This design comes from an exercise in tuning for small area on the open sky130 flow, not from production work.
No activity file was given, so power comes from the tool's default toggle rates.

## raven
==> flow/design.v (excerpt) <==
module cam_color(
	input wire clk,
	input wire rst,
	input wire CAM_vsync,
	input wire CAM_href,
	input wire [7:0] CAM_px_data,
	input wire init,
	output wire error,
	output wire done_read,
	output wire done,
	output wire [2:0] res,
	output wire [14:0] wr_addr,
	output wire [7:0] wr_data,
	output wire wr_en,
	output wire [14:0] rd_addr,
	input wire [7:0] rd_data
	);
Size in the first run: roughly 100 flip-flops, ~66 I/O pins, roughly 0.0049 mm^2 of cells after synthesis.
export LEC_CHECK = 0
export CAP_MARGIN = 20
export CORE_MARGIN = 2
export CORE_UTILIZATION = 40
export CTS_CLUSTER_DIAMETER = 200
export CTS_CLUSTER_SIZE = 50
export SLEW_MARGIN = 20
create_clock -name core_clock -period 6.0 [get_ports {clk}]
run.sh (not shown) runs the stock make flow with config.mk's settings and CLKGATE_MAP_FILE= SYNTH_SCRIPT=/design/flow/synth_recipe.tcl, a recipe that flattens the netlist after the stock synthesis.
What xenon does differently from raven at the input level:
==> flow/flow/run.sh (new file) <==
#!/bin/bash
# Standard layout, with single-drive-strength buffers on the ports and a
# smaller clock tree (no dummy loads).
set -euo pipefail
export BUFFER_PORTS_ARGS="-buffer_cell sky130_fd_sc_hd__buf_1"
export CTS_ARGS="-sink_clustering_enable -repair_clock_nets -dont_use_dummy_load -root_buf sky130_fd_sc_hd__clkbuf_8 -buf_list sky130_fd_sc_hd__clkbuf_8 -sink_buffer_max_cap_derate 1.0 -sink_clustering_size 30 -sink_clustering_max_diameter 150 -wire_unit 50"
bash standard.sh finish > standard.log 2>&1
==> flow/standard.sh (new file) <==
#!/bin/bash
# synth_recipe.tcl (not shown) runs the flow's synth.tcl, then flattens the netlist and writes it again
# the make line also repeats each setting of config.mk as NAME=value (left out here)
make -C /OpenROAD-flow-scripts/flow DESIGN_CONFIG=/design/flow/config.mk WORK_HOME=/design/flow/orfs CLKGATE_MAP_FILE= SYNTH_SCRIPT=/design/flow/synth_recipe.tcl "${@:-finish}"
-- flow/config.mk --
<<< raven, line 9
export CORE_MARGIN = 2
export CORE_UTILIZATION = 40
export CTS_CLUSTER_DIAMETER = 200
export CTS_CLUSTER_SIZE = 50
export SLEW_MARGIN = 20
>>> xenon, line 9
export CORE_MARGIN = 2
export CORE_UTILIZATION = 40
export SLEW_MARGIN = 20
removed: flow/run.sh
Compared with raven, xenon shows a area growth from synthesis to layout that is 10 points lower.
xenon against raven: minimum setup slack after placement up 390 ps, multi-input logic portion of the cell area rose by 4.0 points.
Taking raven as the reference point, the average via count per standard cell of xenon rises by 0.46%.
Measured against each other, raven and xenon differ in maximum achievable frequency, the lower figure coming from raven.
Going from raven to xenon, buffering stage count on the worst path with inverters included about even; largest net degree at the start of global routing flat.
diff inputs: xenon => willow
==> flow/flow/run.sh <==
#!/bin/bash
# Standard layout, with single-drive-strength buffers on the ports.
set -euo pipefail
export BUFFER_PORTS_ARGS="-buffer_cell sky130_fd_sc_hd__buf_1"
bash standard.sh finish > standard.log 2>&1
## What came out
Between xenon and willow, CTS clock-pin slew for the worst setup and hold paths decreased.
When the final numbers for xenon and willow were put side by side, the final cell count without fillers turned out to be smaller in xenon.
Going from xenon to willow, the maximum frequency was found to have gone down by 2.3%.
Compared with xenon, in willow clock skew decreased 21 ps; vertical die dimension stayed essentially flat; post-layout instance area grew by about 2%.
Summary: with xenon as the reference, static leakage in willow moved up by a few percent.
No run of this note included a check of the RTL's function; only the layout flow was run.

* * *

Starting RTL as in the previous note.
Settings: LEC_CHECK=0, CAP_MARGIN=20, CORE_MARGIN=2, CORE_UTILIZATION=40, SLEW_MARGIN=20; clock period 6.0 ns.
standard.sh (not shown) runs the stock make flow with config.mk's settings and CLKGATE_MAP_FILE= SYNTH_SCRIPT=/design/flow/synth_recipe.tcl, a recipe that flattens the netlist after the stock synthesis.
==> flow/flow/run.sh <==
#!/bin/bash
# Standard layout, with single-drive-strength buffers on the ports and a
# smaller clock tree (no dummy loads).
set -euo pipefail
export BUFFER_PORTS_ARGS="-buffer_cell sky130_fd_sc_hd__buf_1"
export CTS_ARGS="-sink_clustering_enable -repair_clock_nets -dont_use_dummy_load -root_buf sky130_fd_sc_hd__clkbuf_8 -buf_list sky130_fd_sc_hd__clkbuf_8 -sink_clustering_size 40 -sink_clustering_max_diameter 500 -sink_clustering_levels 1"
bash standard.sh finish > standard.log 2>&1
The baseline finished with timing, DRC and antenna clean.
Next try:
==> flow/flow/run.sh (replaced) <==
#!/bin/bash
# Standard layout, with single-drive-strength buffers on the ports and a
# smaller clock tree (no dummy loads).
set -euo pipefail
export BUFFER_PORTS_ARGS="-buffer_cell sky130_fd_sc_hd__buf_1"
export CTS_ARGS="-sink_clustering_enable -repair_clock_nets -dont_use_dummy_load -root_buf sky130_fd_sc_hd__clkbuf_8 -buf_list sky130_fd_sc_hd__clkbuf_8 -sink_buffer_max_cap_derate 1.0"
bash standard.sh finish > standard.log 2>&1
What happened: The changed run completed without violations. Non-clock buffer count is unchanged. Area after synthesis is unchanged. Worst setup slack does not change. Routed wire length does not change. Final area is unchanged. Cell count stays the same. Utilization stays the same. Die area stays the same. Clock skew does not change. Worst hold slack does not change. Power stays the same.
Next try:
==> flow/flow/run.sh (replaced) <==
#!/bin/bash
# Standard layout, with single-drive-strength buffers on the ports and a
# smaller clock tree (no dummy loads).
set -euo pipefail
export BUFFER_PORTS_ARGS="-buffer_cell sky130_fd_sc_hd__buf_1"
export CTS_ARGS="-repair_clock_nets -dont_use_dummy_load -root_buf sky130_fd_sc_hd__clkbuf_8 -buf_list sky130_fd_sc_hd__clkbuf_8"
bash standard.sh finish > standard.log 2>&1
Outcome: Clock skew is unchanged; via count is unchanged; critical path depth stays the same.
Next try:
==> flow/flow/run.sh (replaced) <==
#!/bin/bash
# Standard layout, with single-drive-strength buffers on the ports and a
# smaller clock tree (no dummy loads).
set -euo pipefail
export BUFFER_PORTS_ARGS="-buffer_cell sky130_fd_sc_hd__buf_1"
export CTS_ARGS="-sink_clustering_enable -repair_clock_nets -dont_use_dummy_load -root_buf sky130_fd_sc_hd__clkbuf_8 -buf_list sky130_fd_sc_hd__clkbuf_8 -sink_clustering_size 30 -sink_clustering_max_diameter 200"
bash standard.sh finish > standard.log 2>&1
Result: Via count does not change; setup slack does not change; die area stays the same; final cell count does not change.
No functional check of the RTL was part of any run of this note.

## port drivers added, routing unchanged
Ports are ideal in the flow. The routed layouts listed here were re-timed in OpenROAD. Step 1, drivers: a clkbuf_16 drives clk and a buf_2 each remaining input, both assumed. Step 2 times the ports against the registers' clock, not the clock port: input delays grow and output delays shrink by t, the midpoint of the rising clock arrivals with the driver on. Slacks: ideal / step 1 / step 2; pairs: ideal / step 1.
run	shift t [ns]	setup slack, ns	worst register clock-pin slew, ns
raven	0.385	2.511 / 2.528 / 2.143	0.07 / 0.07
xenon	0.464	2.958 / 2.971 / 2.508	0.10 / 0.10
willow	0.391	2.885 / 2.901 / 2.510	0.08 / 0.08
the first run of note 2	0.394	2.892 / 2.904 / 2.510	0.10 / 0.10
the second run of note 2	0.394	2.892 / 2.904 / 2.510	0.10 / 0.10
the third run of note 2	0.394	2.892 / 2.904 / 2.510	0.10 / 0.10
the fourth run of note 2	0.394	2.892 / 2.904 / 2.510	0.10 / 0.10
After both steps every run listed still meets setup and hold. For xenon, which loses most, drivers alone change the setup slack by +0.013 ns; drivers and shift together by -0.450 ns.
